What follows belongs to an exercise in optimizing a design on an open flow for small area; a production flow would make more cautious choices. In this exercise RTL edits were held to simulation tests only and were not proved equivalent to the original. Power is estimated from default activity; no workload was simulated.

===== design.v =====
module Processor(clk, rst, i_hit, instr, i_addr, d_hit, d_addr, Mem_re, Mem_we, wrt_data, rd_data, send, send_data, full, Spart_RCV, spart_addr, spart_data, PC_in, d_addr_pre, wt_EXMEM_out, Accelerator_mode_out, Accelerator_rst_out, Accelerator_addr_out, Accelerator_send_data, Accelerator_receive_data, Accelerator_stall, Accelerator_keyfound);
	parameter RESERVED_AREA = 16'h1000;
	parameter Illegal_PC_Handler = 16'h0300;
	parameter Illegal_Register_Access_Handler = 16'h0200;
	parameter Illegal_Memory_Access_Handler = 16'h0400;
	parameter Spart_Handler = 16'h0030;
	parameter Accelerator_Handler = 16'h0500;
	input clk, rst, i_hit, d_hit, full, Spart_RCV, Accelerator_keyfound, Accelerator_stall;
	input [15:0] instr, rd_data, spart_data;
	output [15:0] i_addr, d_addr, wrt_data, PC_in, d_addr_pre;
	output Mem_re, Mem_we, send, wt_EXMEM_out;
	output [7:0] send_data;
	output [2:0] spart_addr;
	output [1:0] Accelerator_mode_out;
	output Accelerator_rst_out;
	output [4:0] Accelerator_addr_out;
	output [15:0] Accelerator_send_data;
	input [15:0] Accelerator_receive_data;
	reg rst_cycle;
	reg [15:0] PC;
	reg [15:0] ifid_instr, ifid_pc;
	reg ifid_j;
	reg [2:0] ex_aluop;
	reg [3:0] ex_dst;
	reg ex_fix0, ex_fix1;       
	reg ex_we, ex_taken, ex_mre, ex_mwe, ex_wt;
	reg [1:0] ex_upd, ex_srcsel, ex_mode;
	reg [2:0] ex_cond;
	reg [15:0] ex_p0;
	reg [15:0] ex_p1;           
	reg send_r;
	reg [2:0] spart_r;
	reg [1:0] accm_r;
	reg [4:0] acca_r;
	reg accr_r;
	reg mem_we, Mem_re_r, Mem_we_r, wt_r;
	reg [3:0] mem_dst;
	reg [15:0] mem_data;        
	reg [15:0] wrt_r;
	reg [2:0] intr_q;           
	reg [1:0] Mode;
	reg Z_I, O_I, N_I, Z_U, O_U, N_U;
	reg [1:0] Acc_Stall_Flag;
	reg [15:0] Acc_Data_Hold;
	reg [15:0] RF [0:15];
	wire mem_op = Mem_re_r | Mem_we_r;
	wire s_all = ~i_hit | (mem_op & ~d_hit) | Accelerator_stall;
	wire [3:0] p0_addr, p1_addr;
	wire id_mwe;
	wire lu_cond = ex_mre & ~id_mwe;
	wire lu_hit = (ex_dst == p0_addr) | (ex_dst == p1_addr);
	wire send_full = send_r & full;
	wire IFID_stall = s_all | (lu_cond ? lu_hit : send_full);
	wire IDEX_stall = s_all | (~lu_cond & send_full);
	wire IDEX_flush = ~s_all & lu_cond & lu_hit;
	wire [15:0] ins = ifid_instr;
	reg id_we, p1_sel, jump, J_sel, id_mre, id_mwe_r, id_send, wt_in, Bad_Instr, id_br, id_jal, id_lhb, taken_in;
	reg [3:0] p0_addr_r, p1_addr_r;
	reg [2:0] Alu_Op, condition, id_spart;
	reg [15:0] Imme;
	reg [1:0] Updateflag, source_sel, Mode_Set, acc_mode;
	reg [4:0] acc_addr;
	reg acc_rst, p0_re, p1_re;
	assign p0_addr = p0_addr_r;
	assign p1_addr = p1_addr_r;
	assign id_mwe = id_mwe_r;
	wire [3:0] id_dst = id_jal ? 4'hc : ins[11:8];
	always @(*) begin
		id_we = 0;
		p0_addr_r = 0;
		p1_addr_r = 0;
		Updateflag = 2'b00;
		Alu_Op = 3'h0;
		Imme = {8'h00, ins[7:0]};
		p1_sel = 0;
		jump = 0;
		condition = 3'h7;
		taken_in = ins[8];
		J_sel = 0;
		source_sel = 2'b00;
		id_mre = 0;
		id_mwe_r = 0;
		Mode_Set = 0;
		id_lhb = 0;
		id_send = 0;
		id_spart = 3'h0;
		p0_re = 0;
		p1_re = 0;
		wt_in = 0;
		acc_mode = 0;
		acc_addr = 0;
		acc_rst = 0;
		id_br = 0;
		id_jal = 0;
		case (ins[15:12])
			4'h0, 4'h1, 4'h2: begin  
				p0_addr_r = ins[7:4];
				p1_addr_r = ins[3:0];
				id_we = |ins[11:8];
				Alu_Op = {1'b0, ins[13:12]};
				Updateflag = {|ins[11:8], (|ins[11:8]) & ~ins[13]};
				p0_re = 1;
				p1_re = 1;
			end
			4'hf: begin  
				p0_addr_r = ins[7:4];
				id_we = |ins[11:8];
				p0_re = 1;
				Imme = {{12{ins[3]}}, ins[3:0]};
				p1_sel = 1;
			end
			4'h7: begin  
				id_we = |ins[11:8];
				p0_addr_r = ins[11:8];
				case (ins[5:4])
					2'h0: Alu_Op = 3'h3;
					2'h1: Alu_Op = 3'h4;
					default: Alu_Op = 3'h5;
				endcase
				p1_sel = 1;
			end
			4'h6: begin  
				id_we = |ins[11:8];
				p0_addr_r = ins[11:8];
				source_sel = 2'b01;  
				p1_sel = 1;
			end
			4'h5: begin  
				id_we = |ins[11:8];
				p0_addr_r = ins[11:8];
				source_sel = 2'b01;  
				Imme = {ins[7:0], 8'h00};
				p1_sel = 1;
				id_lhb = 1;
			end
			4'h8: begin  
				jump = &ins[11:9] | ins[8];
				condition = ins[11:9];
				id_br = 1;
			end
			4'ha: begin  
				jump = 1;
				J_sel = 1;
				p0_addr_r = ins[11:8];
				if (Mode[1] == 1)
					Mode_Set = ins[1:0];
				else
					Mode_Set = 2'b00;
				p0_re = 1;
			end
			4'h9: begin  
				jump = 1;
				id_we = 1;
				source_sel = 2'b01;
				id_jal = 1;
			end
			4'h3: begin  
				p0_addr_r = ins[7:4];
				id_mre = 1;
				id_we = |ins[11:8];
				p0_re = 1;
			end
			4'h4: begin  
				id_mwe_r = 1;
				p0_addr_r = ins[7:4];
				p1_addr_r = ins[11:8];
				p0_re = 1;
				p1_re = 1;
				wt_in = ins[0];
			end
			4'hc: begin  
				Imme = {8'h00, ins[11:4]};
				p1_addr_r = ins[11:8];
				p1_sel = ins[1];
				id_send = 1;
				p1_re = ~ins[1];
			end
			4'he: begin  
				id_we = |ins[11:8];
				if (ins[7] == 1'b0) begin
					source_sel = 2'b10;
					id_spart = ins[2:0];
				end
			end
			4'hd: begin  
				Mode_Set = ins[11:10];
			end
			default: begin  
				acc_mode = (&ins[7:6] & ins[0]) ? 2'b00 : ins[7:6];
				acc_addr = ins[4:0];
				acc_rst = &ins[7:6] & ins[0];
				p0_addr_r = ins[11:8];
				id_we = (ins[7:6] == 2'b10);
				p0_re = (ins[7:6] == 2'b01 && ins[4] != 1);
				source_sel = 2'b11;
			end
		endcase
		if (Mode == 2'b01 && ((p0_re && p0_addr_r > 4'hc) || (p1_re && p1_addr_r > 4'hc) || (id_we && id_dst > 4'hc) || (ins[15:12] == 4'he && ins[7] == 1'b0)))
			Bad_Instr = 1;
		else
			Bad_Instr = 0;
	end
	wire [15:0] br_off = id_jal ? {{4{ins[11]}}, ins[11:0]} : {{7{ins[8]}}, ins[8:0]};
	wire [15:0] target;
	wire [16:0] tc;
	assign tc[0] = 1'b0;
	genvar gt;
	generate
		for (gt = 0; gt < 16; gt = gt + 1) begin : tadd
			assign target[gt] = ifid_pc[gt] ^ br_off[gt] ^ tc[gt];
			assign tc[gt+1] = (ifid_pc[gt] & br_off[gt]) | (tc[gt] & (ifid_pc[gt] ^ br_off[gt]));
		end
	endgenerate
	wire [15:0] data_EXMEM_in, data_MEMWB_in;
	wire h0e = (ex_dst == p0_addr) & ex_we;
	wire h0m = (mem_dst == p0_addr) & mem_we;
	wire h1e = (ex_dst == p1_addr) & ex_we;
	wire h1m = (mem_dst == p1_addr) & mem_we;
	wire [15:0] s0, s1;
	wire [255:0] rf_flat;
	genvar gs;
	generate
		for (gs = 0; gs < 16; gs = gs + 1) begin : rsel
			assign s0[gs] = (p0_addr == gs) & ~h0e & ~h0m;
			assign s1[gs] = (p1_addr == gs) & ~h1e & ~h1m;
			assign rf_flat[16*gs +: 16] = RF[gs];
		end
	endgenerate
	wire [15:0] p0v, p1r;
	RF_read rd0(.sel(s0), .sel_e(h0e), .sel_m(h0m & ~h0e), .rf(rf_flat), .d_e(data_EXMEM_in), .d_m(data_MEMWB_in), .q(p0v));
	RF_read rd1(.sel(s1), .sel_e(h1e), .sel_m(h1m & ~h1e), .rf(rf_flat), .d_e(data_EXMEM_in), .d_m(data_MEMWB_in), .q(p1r));
	wire [15:0] p1v0 = p1_sel ? Imme : p1r;
	wire [7:0] p1v_lo = id_lhb ? p0v[7:0] : (id_send & ins[0]) ? p1v0[15:8] : p1v0[7:0];
	wire [15:0] p1v = {p1v0[15:8], p1v_lo};
	wire miss;
	wire Illegal_PC = ~ifid_j & (Mode == 2'b01) & (ifid_pc < RESERVED_AREA);
	wire Illegal_Memory = (id_mre | id_mwe) & (Mode == 2'b01) & (p0v < RESERVED_AREA);
	wire Store_Current = ~miss & ~IFID_stall & (|intr_q);
	reg [15:0] intr_vec;
	always @(*)
		case (intr_q)
			3'd1: intr_vec = Spart_Handler;
			3'd2: intr_vec = Accelerator_Handler;
			3'd3: intr_vec = Illegal_PC_Handler;
			3'd4: intr_vec = Illegal_Memory_Access_Handler;
			default: intr_vec = Illegal_Register_Access_Handler;
		endcase
	wire J = miss | (~IFID_stall & ((|intr_q) | jump));
	wire [15:0] J_R = miss ? ex_p1 : (|intr_q) ? intr_vec : J_sel ? p0v : target;
	wire spart_req = Spart_RCV & ~Mode[1];
	wire acc_req = Accelerator_keyfound & ~Mode[1];
	always @(posedge clk) begin
		if (miss)
			intr_q <= 3'd0;
		else if (spart_req)
			intr_q <= 3'd1;
		else if (acc_req)
			intr_q <= 3'd2;
		else if (Illegal_PC)
			intr_q <= 3'd3;
		else if (Illegal_Memory)
			intr_q <= 3'd4;
		else if (Bad_Instr)
			intr_q <= 3'd5;
		else
			intr_q <= 3'd0;
	end
	always @(posedge clk) begin
		if (rst_cycle)
			Mode <= 2'b11;
		else if (Bad_Instr | Illegal_PC | Illegal_Memory | spart_req | acc_req)
			Mode <= {~miss, Mode[0]};
		else if (IFID_stall)
			Mode <= Mode;
		else
			case (Mode_Set)
				2'b01: Mode <= 2'b00;
				2'b10: Mode <= 2'b01;
				2'b11: Mode <= {1'b0, Mode[0]};
				default: Mode <= Mode;
			endcase
	end
	always @(posedge clk)
		rst_cycle <= rst;
	wire mode0 = ~|Mode;
	wire [15:0] pc_inc;
	wire [16:0] pcc;
	assign pcc[0] = 1'b1;
	genvar gp;
	generate
		for (gp = 0; gp < 16; gp = gp + 1) begin : pinc
			assign pc_inc[gp] = PC[gp] ^ pcc[gp];
			assign pcc[gp+1] = PC[gp] & pcc[gp];
		end
	endgenerate
	wire hold_pc = IFID_stall | mode0;
	wire nj = ~miss & ~IFID_stall;
	wire s_miss = miss;
	wire s_intr = nj & (|intr_q);
	wire s_jr = nj & ~(|intr_q) & jump & J_sel;
	wire s_tgt = nj & ~(|intr_q) & jump & ~J_sel;
	wire s_hold = ~J & hold_pc;
	wire s_inc = ~J & ~hold_pc;
	assign i_addr = ({16{s_miss}} & ex_p1) | ({16{s_intr}} & intr_vec) | ({16{s_jr}} & p0v)
		| ({16{s_tgt}} & target) | ({16{s_hold}} & PC) | ({16{s_inc}} & pc_inc);
	assign PC_in = PC;
	always @(posedge clk)
		if (rst)
			PC <= 16'h0b00;
		else
			PC <= i_addr;
	always @(posedge clk) begin
		if (miss) begin
			ifid_pc <= PC;
			ifid_instr <= 0;
			ifid_j <= 0;
		end
		else if (!IFID_stall) begin
			ifid_pc <= PC;
			ifid_instr <= (J | mode0) ? 16'h0000 : instr;
			ifid_j <= J;
		end
	end
	wire flush = mode0 | miss | IDEX_flush | Bad_Instr | Illegal_PC | Illegal_Memory;
	wire sc = Store_Current;
	wire [15:0] inc;
	wire [16:0] ic;
	assign ic[0] = ~sc;
	genvar gi;
	generate
		for (gi = 0; gi < 16; gi = gi + 1) begin : iinc
			assign inc[gi] = ifid_pc[gi] ^ ic[gi];
			assign ic[gi+1] = ifid_pc[gi] & ic[gi];
		end
	endgenerate
	wire use_target = id_br & ~ins[8] & ~sc;
	wire use_inc = id_br | id_jal | sc;
	wire id_sub = (ins[15:12] == 4'h1);
	wire [15:0] p1_next = use_target ? target : use_inc ? inc : (p1v ^ {16{id_sub}});
	always @(posedge clk) begin
		ex_mode <= Mode;
		if (!IDEX_stall) begin
			ex_aluop <= Alu_Op;
			ex_dst <= sc ? 4'hf : id_dst;
			ex_fix0 <= h0e & ex_mre;
			ex_fix1 <= h1e & ex_mre;
			ex_p0 <= p0v;
			ex_p1 <= p1_next;
			ex_taken <= taken_in;
			ex_srcsel <= sc ? 2'b01 : source_sel;
		end
		if (flush) begin
			ex_we <= 0;
			ex_upd <= 0;
			ex_cond <= 3'h7;
			ex_mre <= 0;
			ex_mwe <= 0;
			send_r <= 0;
			spart_r <= 0;
			ex_wt <= 0;
			accm_r <= 0;
			acca_r <= 0;
			accr_r <= 0;
		end
		else if (IDEX_stall) begin
			send_r <= send_r & full;
			ex_wt <= wt_in;
			if ((accm_r == 2'b01 && acca_r == 5'h1f) || (accm_r == 2'b10 && acca_r == 5'h10)) begin
				accm_r <= 0;
				acca_r <= 0;
				accr_r <= 0;
			end
		end
		else if (sc) begin
			ex_we <= 1;
			ex_upd <= 0;
			ex_cond <= 3'h7;
			ex_mre <= 0;
			ex_mwe <= 0;
			send_r <= 0;
			spart_r <= 0;
			ex_wt <= 0;
			accm_r <= 0;
			acca_r <= 0;
			accr_r <= 0;
		end
		else begin
			ex_we <= id_we;
			ex_upd <= Updateflag;
			ex_cond <= condition;
			ex_mre <= id_mre;
			ex_mwe <= id_mwe;
			send_r <= id_send;
			spart_r <= id_spart;
			ex_wt <= wt_in;
			accm_r <= acc_mode;
			acca_r <= acc_addr;
			accr_r <= acc_rst;
		end
	end
	assign send = send_r;
	assign spart_addr = spart_r;
	assign Accelerator_mode_out = accm_r;
	assign Accelerator_addr_out = acca_r;
	assign Accelerator_rst_out = accr_r;
	assign Accelerator_send_data = ex_p0;
	wire [15:0] src0 = ex_p0, src1 = ex_p1;
	wire [15:0] alu_out;
	wire ov;
	ALU alu(.src0(src0), .src1(src1), .ex_aluop(ex_aluop), .alu_out(alu_out), .ov(ov));
	wire Z_in = ~|alu_out;
	wire N_in = alu_out[15];
	wire OV_in = ov;
	always @(posedge clk) begin
		if (rst | ~|ex_mode) begin
			Z_I <= 0;
			O_I <= 0;
			N_I <= 0;
			Z_U <= 0;
			O_U <= 0;
			N_U <= 0;
		end
		else begin
			if (~ex_mode[1] & ex_upd[1]) Z_U <= Z_in;
			if (~ex_mode[1] & ex_upd[0]) begin O_U <= OV_in; N_U <= N_in; end
			if (ex_mode[1] & ex_upd[1]) Z_I <= Z_in;
			if (ex_mode[1] & ex_upd[0]) begin O_I <= OV_in; N_I <= N_in; end
		end
	end
	wire z = ex_mode[1] ? Z_I : Z_U;
	wire n = ex_mode[1] ? N_I : N_U;
	wire o = ex_mode[1] ? O_I : O_U;
	reg br_miss;
	always @(*)
		case (ex_cond)
			3'h0: br_miss = z ^ ex_taken;
			3'h1: br_miss = (~(z | n)) ^ ex_taken;
			3'h2: br_miss = (~n) ^ ex_taken;
			3'h3: br_miss = n ^ ex_taken;
			3'h4: br_miss = (z | n) ^ ex_taken;
			3'h5: br_miss = (~z) ^ ex_taken;
			3'h6: br_miss = o ^ ex_taken;
			default: br_miss = 0;
		endcase
	assign miss = br_miss;
	always @(posedge clk) begin
		if (Accelerator_stall) Acc_Stall_Flag <= 1;
		else if (Acc_Stall_Flag == 1) Acc_Stall_Flag <= 2;
		else if (Acc_Stall_Flag == 2 & IDEX_stall) Acc_Stall_Flag <= 2;
		else Acc_Stall_Flag <= 3;
		Acc_Data_Hold <= Accelerator_receive_data;
	end
	wire [15:0] acc_data = (Acc_Stall_Flag == 2) ? Acc_Data_Hold : Accelerator_receive_data;
	reg [15:0] src_mux;
	always @(*)
		case (ex_srcsel)
			2'b00: src_mux = alu_out;
			2'b01: src_mux = ex_p1;
			2'b10: src_mux = spart_data;
			default: src_mux = acc_data;
		endcase
	assign data_EXMEM_in = src_mux;
	assign send_data = ex_p1[7:0];
	wire [15:0] addr_in = ex_fix0 ? rd_data : ex_p0;
	wire [15:0] wdata_in = ex_fix1 ? rd_data : ex_p1;
	wire [15:0] mem_data_next = s_all ? mem_data : (ex_mre | ex_mwe) ? addr_in : data_EXMEM_in;
	always @(posedge clk)
		mem_data <= mem_data_next;
	always @(posedge clk) begin
		wt_r <= ex_wt;
		if (!s_all) begin
			mem_we <= ex_we;
			mem_dst <= ex_dst;
			Mem_re_r <= ex_mre;
			Mem_we_r <= ex_mwe;
			wrt_r <= wdata_in;
		end
	end
	assign Mem_re = Mem_re_r;
	assign Mem_we = Mem_we_r;
	assign d_addr = mem_data;
	assign wrt_data = wrt_r;
	assign wt_EXMEM_out = wt_r;
	assign d_addr_pre = mem_data_next;
	assign data_MEMWB_in = Mem_re_r ? rd_data : mem_data;
	always @(posedge clk)
		if (mem_we & ~s_all)
			RF[mem_dst] <= data_MEMWB_in;
endmodule
module RF_read(input [15:0] sel, input sel_e, sel_m, input [255:0] rf, input [15:0] d_e, d_m, output [15:0] q);
	reg [15:0] o;
	integer i;
	always @(*) begin
		o = (d_e & {16{sel_e}}) | (d_m & {16{sel_m}});
		for (i = 0; i < 16; i = i + 1)
			o = o | (rf[16*i +: 16] & {16{sel[i]}});
	end
	assign q = o;
endmodule
module ALU(input [15:0] src0, src1, input [2:0] ex_aluop, output [15:0] alu_out, output ov);
	wire sub = (ex_aluop == 3'h1);
	wire [15:0] src_t = src1;
	wire [15:0] Sum = src0 + src_t + {15'd0, sub};
	assign ov = (Sum[15] != src0[15]) & (src0[15] == src_t[15]);
	wire [15:0] dst_ARI = ov ? (16'h8000 ^ {16{Sum[15]}}) : Sum;
	wire sh_left = (ex_aluop == 3'h3);
	wire sh_fill = (ex_aluop == 3'h5) & src0[15];
	wire [15:0] sh_x, sh_r;
	wire [31:0] sh_w = {{16{sh_fill}}, sh_x} >> src1[3:0];
	genvar gk;
	generate
		for (gk = 0; gk < 16; gk = gk + 1) begin : rev
			assign sh_x[gk] = sh_left ? src0[15-gk] : src0[gk];
			assign sh_r[gk] = sh_left ? sh_w[15-gk] : sh_w[gk];
		end
	endgenerate
	reg [15:0] alu_o;
	always @(*)
		case (ex_aluop)
			3'h0, 3'h1: alu_o = dst_ARI;
			3'h2: alu_o = src0 ^ src1;
			default: alu_o = sh_r;
		endcase
	assign alu_out = alu_o;
endmodule

===== flow/run.sh =====
#!/bin/bash
# Own layout flow: the standard ORFS flow, with three changes:
#  - synthesis maps the logic with an area-oriented ABC script (flow/area.abc);
#    everything else in synthesis, registers included, is the standard synthesis;
#  - ports are buffered with the smallest buffer (buf_1);
#  - clock tree with small clock buffers and no dummy loads.
# Each tool's full output stays in orfs/logs/...; make's output goes to flow_make.log here.
set -euo pipefail
W=$(pwd)
F="$W/flow"
{
  printf 'proc abc {args} { set i [lsearch $args -script]; if {$i >= 0} {lset args [expr {$i + 1}] %s}; yosys abc {*}$args }\n' "$F/area.abc"
  cat "$W/synth_recipe.tcl"
} > "$W/own_synth.tcl"
sed "s#SYNTH_SCRIPT=[^ ]*synth_recipe.tcl#SYNTH_SCRIPT=$W/own_synth.tcl#" "$W/standard.sh" > "$W/own_standard.sh"
grep -q own_synth.tcl "$W/own_standard.sh"
export BUFFER_PORTS_ARGS="-buffer_cell sky130_fd_sc_hd__buf_1"
export CTS_ARGS="-sink_clustering_enable -repair_clock_nets -dont_use_dummy_load -buf_list sky130_fd_sc_hd__clkbuf_8 -sink_clustering_size 10 -sink_clustering_max_diameter 50"
bash "$W/own_standard.sh" finish > "$W/flow_make.log" 2>&1

===== flow/area.abc =====
strash
&get -n
&fraig -x
&put
scorr
dc2
dretime
strash
dch -f
amap -F 6 -A 20

===== standard.sh =====
#!/bin/bash
# synth_recipe.tcl (not shown) runs the flow's synth.tcl, then flattens the netlist and writes it again
# the make line also repeats each setting of config.mk as NAME=value (left out here)
make -C /OpenROAD-flow-scripts/flow DESIGN_CONFIG=/design/flow/config.mk WORK_HOME=/design/flow/orfs CLKGATE_MAP_FILE= SYNTH_SCRIPT=/design/flow/synth_recipe.tcl "${@:-finish}"

===== config.mk =====
export PLATFORM = sky130hd
export DESIGN_NAME = Processor
export DESIGN_NICKNAME = Processor
export VERILOG_FILES = /design/flow/design.v
export SDC_FILE = /design/flow/constraint.sdc
export NUM_CORES = 4
export LEC_CHECK = 0
export CAP_MARGIN = 20
export CORE_MARGIN = 2
export CORE_UTILIZATION = 60
export SLEW_MARGIN = 20
export SYNTH_HIERARCHICAL = 1

===== constraint.sdc =====
create_clock -name core_clock -period 10.0 [get_ports {clk}]
set_input_delay 2.0000 -clock core_clock [delete_from_list [all_inputs] [get_ports {clk}]]
set_output_delay 2.0000 -clock core_clock [all_outputs]
set_load 0.01 [all_outputs]

==> results.sh, run 1 <==
export IMPL_drive_above_1_share=0.0894
export IMPL_fp_dieH_um=194
export IMPL_synthFlopType="edfxtp_1"
export IMPL_synth_seq_cells=442
export IMPL_cpMostUsedCell="nor2_1"
export IMPL_hp_class="flip-flop to flip-flop"
export IMPL_fin_crit_ns=9.57
export IMPL_grt_pass1_wl_um=127000
export IMPL_ios=191
export IMPL_hold_violations=0
export IMPL_setup_viol=0
export IMPL_relSlewSlack=0.114
export IMPL_synth_warnings=9
export IMPL_max_freq_mhz=104
export IMPL_clock_path_buffers=3
export IMPL_critPathRequiredTime_ns=8.00
export IMPL_synth_edf_count=339
export IMPL_die_area_mm2=0.0378
export IMPL_rows=69
export IMPL_finClkSkew_ns=0.0720
export IMPL_drc_errors=0
export IMPL_hold_depth=0
export IMPL_worstSetupPathType="flip-flop to output pin"
export IMPL_clkSinkCount=442
export IMPL_layout_area_overhead_vs_synth_pct=13.5
export IMPL_clk_pin_slew_worst_paths_ns=0.06
export IMPL_path_max_fanout=14
export IMPL_via_count=21000
export IMPL_power_density_mw_per_mm2=329
export IMPL_avgSynthCellArea_um2=11.0
export IMPL_outcome="complete, no violations"
export IMPL_timing_rr_end="ex_mwe"
export IMPL_yosysSeqAreaShare=0.563
export IMPL_dp_slack_ns=0.790
export IMPL_overflow=0
export IMPL_r2r_worst_path_cells=51
export IMPL_clock_latency_ns=0.69
export IMPL_grt_start_max_net_pins=60
export IMPL_path_buf_inv=6
export IMPL_wl_um=88100
export IMPL_synth_cell_type_count=48
export IMPL_antenna_left=0
export IMPL_initial_utilization=0.610
export IMPL_cts_inserted_buffers=52
export IMPL_crit_family="simple AND/OR/NAND/NOR gates"
export IMPL_leakagePower_uw=0.00837
export IMPL_r2r_start="ex_aluop[2]"
export IMPL_worst_setup_path_start_kind="flip-flop"
export IMPL_cp_end_kind="output pin"
export IMPL_min_period_over_period=0.957
export IMPL_critPathSlowestCell="fa_1"
export IMPL_gp_congestion=1.00
export IMPL_wl_per_cell_um=31.6
export IMPL_port_buffer_count=190
export IMPL_root_buffer="clkbuf_8"
export IMPL_min_delay_start="ex_wt"
export IMPL_syn_area_mm2=0.0218
export IMPL_hpwlAfterDp_um=62400
export IMPL_grt_pass1_vias=19800
export IMPL_r2r_setup_slack_ns=1.53
export IMPL_max_cap_violations=0
export IMPL_rsz0062_at_grt="yes"
export IMPL_tightest_slew_ns=1.33
export IMPL_multiInputGateArea_mm2=0.00894
export IMPL_max_stage_delay_ns=0.46
export IMPL_via_per_inst=7.53
export IMPL_dr_pass1_iters=30
export IMPL_ir_worst_vdd_mv=0.213
export IMPL_die_x_um=194
export IMPL_grt_usage=0.459
export IMPL_syn_inst=1984
export IMPL_core_mm2=0.0357
export IMPL_h_tree_depth=2
export IMPL_async_flop_share=0
export IMPL_holdWs_ns=0.341
export IMPL_worstHoldEndpoint="wt_r"
export IMPL_fin_total_pwr_uw=8130
export IMPL_nets=2464
export IMPL_first_iter_violations=4339
export IMPL_antenna_found_initial=2
export IMPL_cts_tree="built"
export IMPL_arrival_ns=7.57
export IMPL_synthesis_nets=2120
export IMPL_finalSetupTns_ns=0
export IMPL_worst_slack_ns=0.429
export IMPL_slew_violations=0
export IMPL_fillers=2754
export IMPL_seq_area_mm2=0.0122
[repair_timing]
| action | CTS | global route |
|---|---|---|
| buffers inserted | 0 | 17 |
| endpoints found under the setup margin | 0 | 16 |
| hold buffers | 0 | 0 |
| gates resized for setup | 0 | 43 |
[Yosys cell counts, types with 5 or more instances]
cell type  number  area, µm²
o221ai_1       18        158
a221oi_1       20        175
a22oi_1       110        826
o22ai_1        90        563
o221a_1         7       78.8
nor2_1        231        867
dfxtp_1       103       2060
clkinv_1      178        668
o21a_1         10       75.1
or4_1           5       37.5
a211oi_1        6       45.0
fa_1           17        340
nor2b_1        28        175
nand4_1        17        106
o2111ai_1       6       52.6
nand3_1        74        370
nor3_1         21        105
ha_1           47        588
edfxtp_1      339      10200
nor4_1          8       50.1
nand2_1       113        424
a22o_1          8       70.1
a21boi_0        6       45.0
or2_0          12       75.1
o21ai_0       179        896
a21oi_1        91        455
a221o_1         6       60.1
buf_4           8       60.1
o22a_1         30        263
a222oi_1      156       1560
[Yosys stat by module, one instance, submodules excluded]
module | times used | area [µm²]
Processor | 1 | 17600
ALU | 1 | 1620
RF_read | 2 | 1290
[power breakdown]
group	switching (µW)	leakage, µW	total (µW)	internal [µW]
Combinational	2980	0.00404	4390	1420
Clock	620	0.000374	1080	459
Sequential	297	0.00395	2660	2360
[stage by stage]
step | util | instance area [µm²] | cells
after floorplan | - | 21800 | 1984
after global placement | 0.665 | 23700 | 2717
after detailed placement | 0.665 | 23700 | 2717
after CTS | 0.685 | 24400 | 2769
after global routing | 0.692 | 24700 | 2787
final | 0.693 | 24700 | 2788
[worst max path at each step]
stage | startpoint | endpoint | slack, ns | cells past startpoint
2_1_floorplan | d_hit | i_addr[11] | 0.14 | 9
6_report | ex_aluop[2] | i_addr[2] | 0.43 | 49
5_1_grt | ex_aluop[2] | i_addr[2] | -0.16 | 49
3_5_place_dp | ex_aluop[2] | i_addr[6] | 0.79 | 46
4_1_cts | ex_aluop[2] | i_addr[6] | 0.13 | 46
3_3_place_gp | ex_aluop[2] | i_addr[2] | 0.99 | 47
[placed cells by master, fill, tap and decap left out, types with 19 or more instances in the layout]
cell	count
a222oi_1	156
nor2_1	206
ha_1	47
clkbuf_8	52
clkinv_1	174
nor2_2	22
o22a_1	30
a22oi_1	110
nand3_1	71
dfxtp_1	103
buf_1	187
o21ai_0	167
nand2_1	112
o22ai_1	89
nor2b_1	28
a21oi_1	90
buf_4	106
edfxtp_1	339
a221oi_1	19
[sequential cells by signal, summed over array words and instances (netlist names), 2 cells and up]
signal	flops
Acc_Data_Hold	16
Acc_Stall_Flag	2
Mode	2
PC	16
RF	256
acca_r	5
accm_r	2
ex_aluop	3
ex_cond	3
ex_dst	4
ex_mode	2
ex_p0	16
ex_p1	16
ex_srcsel	2
ex_upd	2
ifid_instr	16
ifid_pc	16
intr_q	3
mem_data	16
mem_dst	4
spart_r	3
wrt_r	16
[worst reg2reg max path: cells and delay by family (launching register included)]
kind                       cells  cell delay [ns]
DFF                            1             0.41
buffers and inverters          5             0.83
and+or+nand+nor               36             3.97
AOI/OAI and AO/OA              8             2.39
adders and majority gates      2             0.81
[area by class of cell]
cell class,instances,share of cell area
Multi-Input combinational cell,1356,0.362
Inverter,178,0.0272
Timing Repair Buffer,298,0.0627
Antenna cell,1,0.000101
Clock buffer,52,0.0290
Sequential cell,442,0.496
Tap cell,461,0.0234
[per-layer routing]
metal / GRT usage / vias up / routed length, µm
met5: 0 / - / 8
li1: - / 8732 / -
met2: 0.664 / 2121 / 36900
met1: 0.601 / 9753 / 29700
met4: 0.259 / 2 / 5590
met3: 0.167 / 383 / 15900
[kinds of logic after synthesis]
logic type,count (synthesis),share of synthesized area
DFF,442,0.563
adders and majority gates,64,0.0427
buffers and inverters,186,0.0335
and+or+nand+nor,516,0.104
AOI/OAI and AO/OA,775,0.257
xor gates and xnor gates,1,0.000403
==> inputs of run 2 (changes only) <==
--- a/design.v
+++ b/design.v
@@ -18,7 +18,7 @@
 	input [15:0] Accelerator_receive_data;
 	reg rst_cycle;
 	reg [15:0] PC;
-	reg [15:0] ifid_instr, ifid_pc;
+	reg [15:0] ifid_instr_n, ifid_pc;    
 	reg ifid_j;
 	reg [2:0] ex_aluop;
 	reg [3:0] ex_dst;
@@ -53,7 +53,7 @@
 	wire IFID_stall = s_all | (lu_cond ? lu_hit : send_full);
 	wire IDEX_stall = s_all | (~lu_cond & send_full);
 	wire IDEX_flush = ~s_all & lu_cond & lu_hit;
-	wire [15:0] ins = ifid_instr;
+	wire [15:0] ins = ~ifid_instr_n;
 	reg id_we, p1_sel, jump, J_sel, id_mre, id_mwe_r, id_send, wt_in, Bad_Instr, id_br, id_jal, id_lhb, taken_in;
 	reg [3:0] p0_addr_r, p1_addr_r;
 	reg [2:0] Alu_Op, condition, id_spart;
@@ -312,12 +312,12 @@
 	always @(posedge clk) begin
 		if (miss) begin
 			ifid_pc <= PC;
-			ifid_instr <= 0;
+			ifid_instr_n <= 16'hffff;
 			ifid_j <= 0;
 		end
 		else if (!IFID_stall) begin
 			ifid_pc <= PC;
-			ifid_instr <= (J | mode0) ? 16'h0000 : instr;
+			ifid_instr_n <= (J | mode0) ? 16'hffff : ~instr;
 			ifid_j <= J;
 		end
 	end
--- a/config.mk
+++ b/config.mk
@@ -7,6 +7,6 @@
 export LEC_CHECK = 0
 export CAP_MARGIN = 20
 export CORE_MARGIN = 2
-export CORE_UTILIZATION = 60
+export CORE_UTILIZATION = 55
 export SLEW_MARGIN = 20
 export SYNTH_HIERARCHICAL = 1
==> run 2 against run 1 <==
  * Power is 5.6% higher
  * Highest routed layer unchanged
  * Non-clock buffer count fell by 10
  * Critical path depth is 25 lower
  * Worst setup slack got worse by 0.16 ns
  * Combinational power rose by 8.2%
  * Largest cell class unchanged
  * Still clean
  * Register-to-register slack got worse by 0.87 ns
  * Fmax is 1.7% lower
==> results.sh, run 2 <==
export IMPL_outcome="complete, no violations"
export IMPL_p_int_uw=4360
export IMPL_grt_start_max_net_pins=60
export IMPL_p_clk_frac=0.127
export IMPL_synth_most_common_cell="edfxtp_1"
export IMPL_synthFlopType="edfxtp_1"
export IMPL_finalSetupTns_ns=0
export IMPL_netlist_top_cells_area="edfxtp_1 47%, dfxtp_1 9.5%, a222oi_1 7.2%, nor2_1 4.2%, o21ai_0 3.6%"
export IMPL_layout_common_cells="339 x edfxtp_1, 216 x nor2_1, 188 x buf_1, 179 x clkinv_1, 156 x a222oi_1"
export IMPL_pwr_share_comb=0.553
export IMPL_via_count=20400
export IMPL_cts_tree="built"
export IMPL_grt_pass1_vias=19300
export IMPL_min_period_over_period=0.973
export IMPL_root_buffer="clkbuf_8"
export IMPL_cpMostUsedCell="fa_1"
export IMPL_nets=2441
export IMPL_gp_congestion=1.09
export IMPL_via_per_inst=7.24
export IMPL_clock_path_buffers=3
export IMPL_first_iter_violations=3968
export IMPL_synth_warnings=9
export IMPL_worst_setup_path_start_kind="flip-flop"
export IMPL_max_stage_delay_ns=0.46
export IMPL_diodes=0
export IMPL_synth_cell_type_count=51
export IMPL_synth_common_cells="339 x edfxtp_1, 245 x nor2_1, 186 x clkinv_1, 157 x o21ai_0, 156 x a222oi_1"
export IMPL_synth_seq_cells=442
export IMPL_hpwlAfterDp_um=62200
export IMPL_fin_crit_ns=9.73
export IMPL_synth_edf_count=339
export IMPL_hp_class="flip-flop to flip-flop"
export IMPL_path_buf_inv=5
export IMPL_seqPwrFrac=0.320
export IMPL_initial_utilization=0.559
export IMPL_largest_reg_flops=256
export IMPL_synthesis_nets=2106
export IMPL_ir_worst_vdd_mv=0.188
export IMPL_worstSetupPathType="flip-flop to output pin"
export IMPL_p_sw_uw=4230
export IMPL_slew_violations=0
export IMPL_crit_family="adder cells"
export IMPL_antenna_left=0
export IMPL_finClkSkew_ns=0.130
export IMPL_max_freq_mhz=103
export IMPL_critPathRequiredTime_ns=8.00
export IMPL_async_flop_share=0
export IMPL_wl_um=88300
export IMPL_max_cap_violations=0
export IMPL_relSlewSlack=0.145
export IMPL_core_mm2=0.0388
export IMPL_fp_dieH_um=203
export IMPL_syn_area_mm2=0.0217
export IMPL_yosysSeqAreaShare=0.564
export IMPL_path_cells="clkinv_1 -> ha_1 -> clkinv_1 -> fa_1 -> fa_1 -> fa_1 -> fa_1 -> fa_1 -> fa_1 -> fa_1 -> fa_1 -> fa_1 -> fa_1 -> fa_1 -> clkinv_1 -> fa_1 -> clkinv_1 -> fa_1 -> fa_1 -> nor2_1 -> a21oi_1 -> o21ai_0 -> o221ai_1 -> buf_1"
export IMPL_grt_pass1_wl_um=127000
export IMPL_port_buffer_count=190
export IMPL_hold_violations=0
export IMPL_top_register="RF"
export IMPL_syn_inst=1970
export IMPL_critPathSlowestCell="fa_1"
export IMPL_avgSynthCellArea_um2=11.0
export IMPL_setup_viol=0
export IMPL_clkSinkCount=442
export IMPL_die_area_mm2=0.0411
export IMPL_cp_end_kind="output pin"
export IMPL_arrival_ns=7.73
export IMPL_final_common_cell="edfxtp_1"
export IMPL_fin_total_pwr_uw=8590
export IMPL_clock_latency_ns=0.69
export IMPL_path_max_fanout=2
export IMPL_overflow=0
export IMPL_p_sw_frac=0.492
export IMPL_synth_top_cell_by_area="edfxtp_1"
export IMPL_grt_usage=0.422
export IMPL_rows=72
export IMPL_rsz0062_at_grt="no"
export IMPL_wl_per_cell_um=31.3
export IMPL_clk_pin_slew_worst_paths_ns=0.08
export IMPL_h_tree_depth=2
export IMPL_antenna_found_initial=2
export IMPL_tightest_slew_ns=1.28
export IMPL_post_place_cells=2760
export IMPL_cts_hold_buffers=0
export IMPL_drive_above_1_share=0.0868
export IMPL_fin_cells=2821
export IMPL_dr_pass1_iters=13
export IMPL_leakagePower_uw=0.00826
export IMPL_die_x_um=203
export IMPL_ios=191
export IMPL_cts_inserted_buffers=53
export IMPL_fillers=3217
export IMPL_power_density_mw_per_mm2=349
export IMPL_drc_errors=0
export IMPL_layout_area_overhead_vs_synth_pct=13.5
export IMPL_yosysTopAreaCellShare=0.469
-- run 2: cell types whose count changed after synthesis, moves of 6 or more --
| cell | change |
|---|---|
| nand2_1 | -39 |
| o21ai_0 | -22 |
| a21oi_1 | +18 |
| o221ai_1 | +18 |
| nor2_1 | +14 |
| a22oi_1 | -8 |
| clkinv_1 | +8 |
| nor2b_1 | +6 |
-- run 2: routing by layer --
layer  vias up  routed length (µm)  global-route usage
li1       8666                   -                   -
met4         2                5320               0.216
met2      1841               36900               0.616
met1      9539               32000               0.572
met3       363               14100               0.129
met5         -                  10                   0
-- run 2: timing repair --
| action | 4_1_cts | 5_1_grt |
|---|---|---|
| setup buffers | 0 | 7 |
| resized for setup | 0 | 21 |
| setup endpoints to repair | 0 | 18 |
-- run 2: kinds of logic after synthesis --
logic type,after synthesis,synth area share
compound gates,769,0.256
xor+xnor,1,0.000404
fa+ha+maj,64,0.0428
buf+inv,194,0.0349
flops,442,0.564
simple gates,500,0.102
-- run 2: final timing paths --
check                        start          to  slack (ns)  cells past startpoint
setup reg to reg  ifid_instr_n[13]   ex_p1[15]        0.66                     34
hold / removal               ex_wt        wt_r        0.35                      0
setup / recovery   ifid_instr_n[0]  i_addr[15]        0.27                     24
hold reg to reg              ex_wt        wt_r        0.35                      0
-- run 2: power groups by stage --
stage	Combinational [µW]	Clock (µW)	Sequential [µW]
global placement	4460	0	2750
CTS	4520	1090	2720
finish	4750	1090	2740
floorplan	2620	0	2660
global route	5010	1150	2760
detailed placement	4500	0	2760
-- run 2: final cells by class --
class                           count  area, µm²  area share
Multi-Input combinational cell   1334       8860       0.360
Inverter                          186        702      0.0285
Sequential cell                   442      12200       0.497
Clock buffer                       53        729      0.0296
Tap cell                          518        648      0.0263
Timing Repair Buffer              288       1460      0.0592
-- run 2: per-module statistics from Yosys (local to each module, per instance) --
module	copies in the design	cell area, µm²	flip-flops and latches	cells inside
RF_read	2	1290	0	172
Processor	1	17500	442	1353
ALU	1	1620	0	273
-- run 2: metrics by stage --
stage	cell area [µm²]	hold WS (ns)	utilization	setup slack (ns)
after floorplan	21700	0.310	-	0.841
after global placement	23800	0.322	0.612	0.818
after detailed placement	23800	0.324	0.613	0.766
after CTS	24500	0.355	0.631	0.100
after global routing	24600	0.363	0.635	0.0123
final	24600	0.353	0.635	0.267

==> what the ideal ports hide <==
How much do the figures lean on ideal ports? The routed layouts below were timed once more, with nothing changed but the port constraints.
Step 1 assumes that a clkbuf_16 drives the clock port and a buf_2 every other input.
Step 2 also shifts input and output timing later by t, the mid clock arrival at the registers, as if the neighbouring blocks saw the same clock.
a / b / c = ideal ports / drivers / drivers and shift; a / b = the first two.
| run | shift t [ns] | setup WS [ns] | latest minus earliest clock arrival (ns) | slew at the worst register clock pin (ns) | worst slew at a driven data input, ns |
|---|---|---|---|---|---|
| run 1 | 0.704 | 0.429 / 0.374 / 1.078 | 0.072 / 0.072 | 0.08 / 0.08 | 0.05 |
| run 2 | 0.686 | 0.267 / 0.209 / 0.660 | 0.136 / 0.136 | 0.08 / 0.08 | 0.05 |
After both steps setup and hold are still met in every run listed.
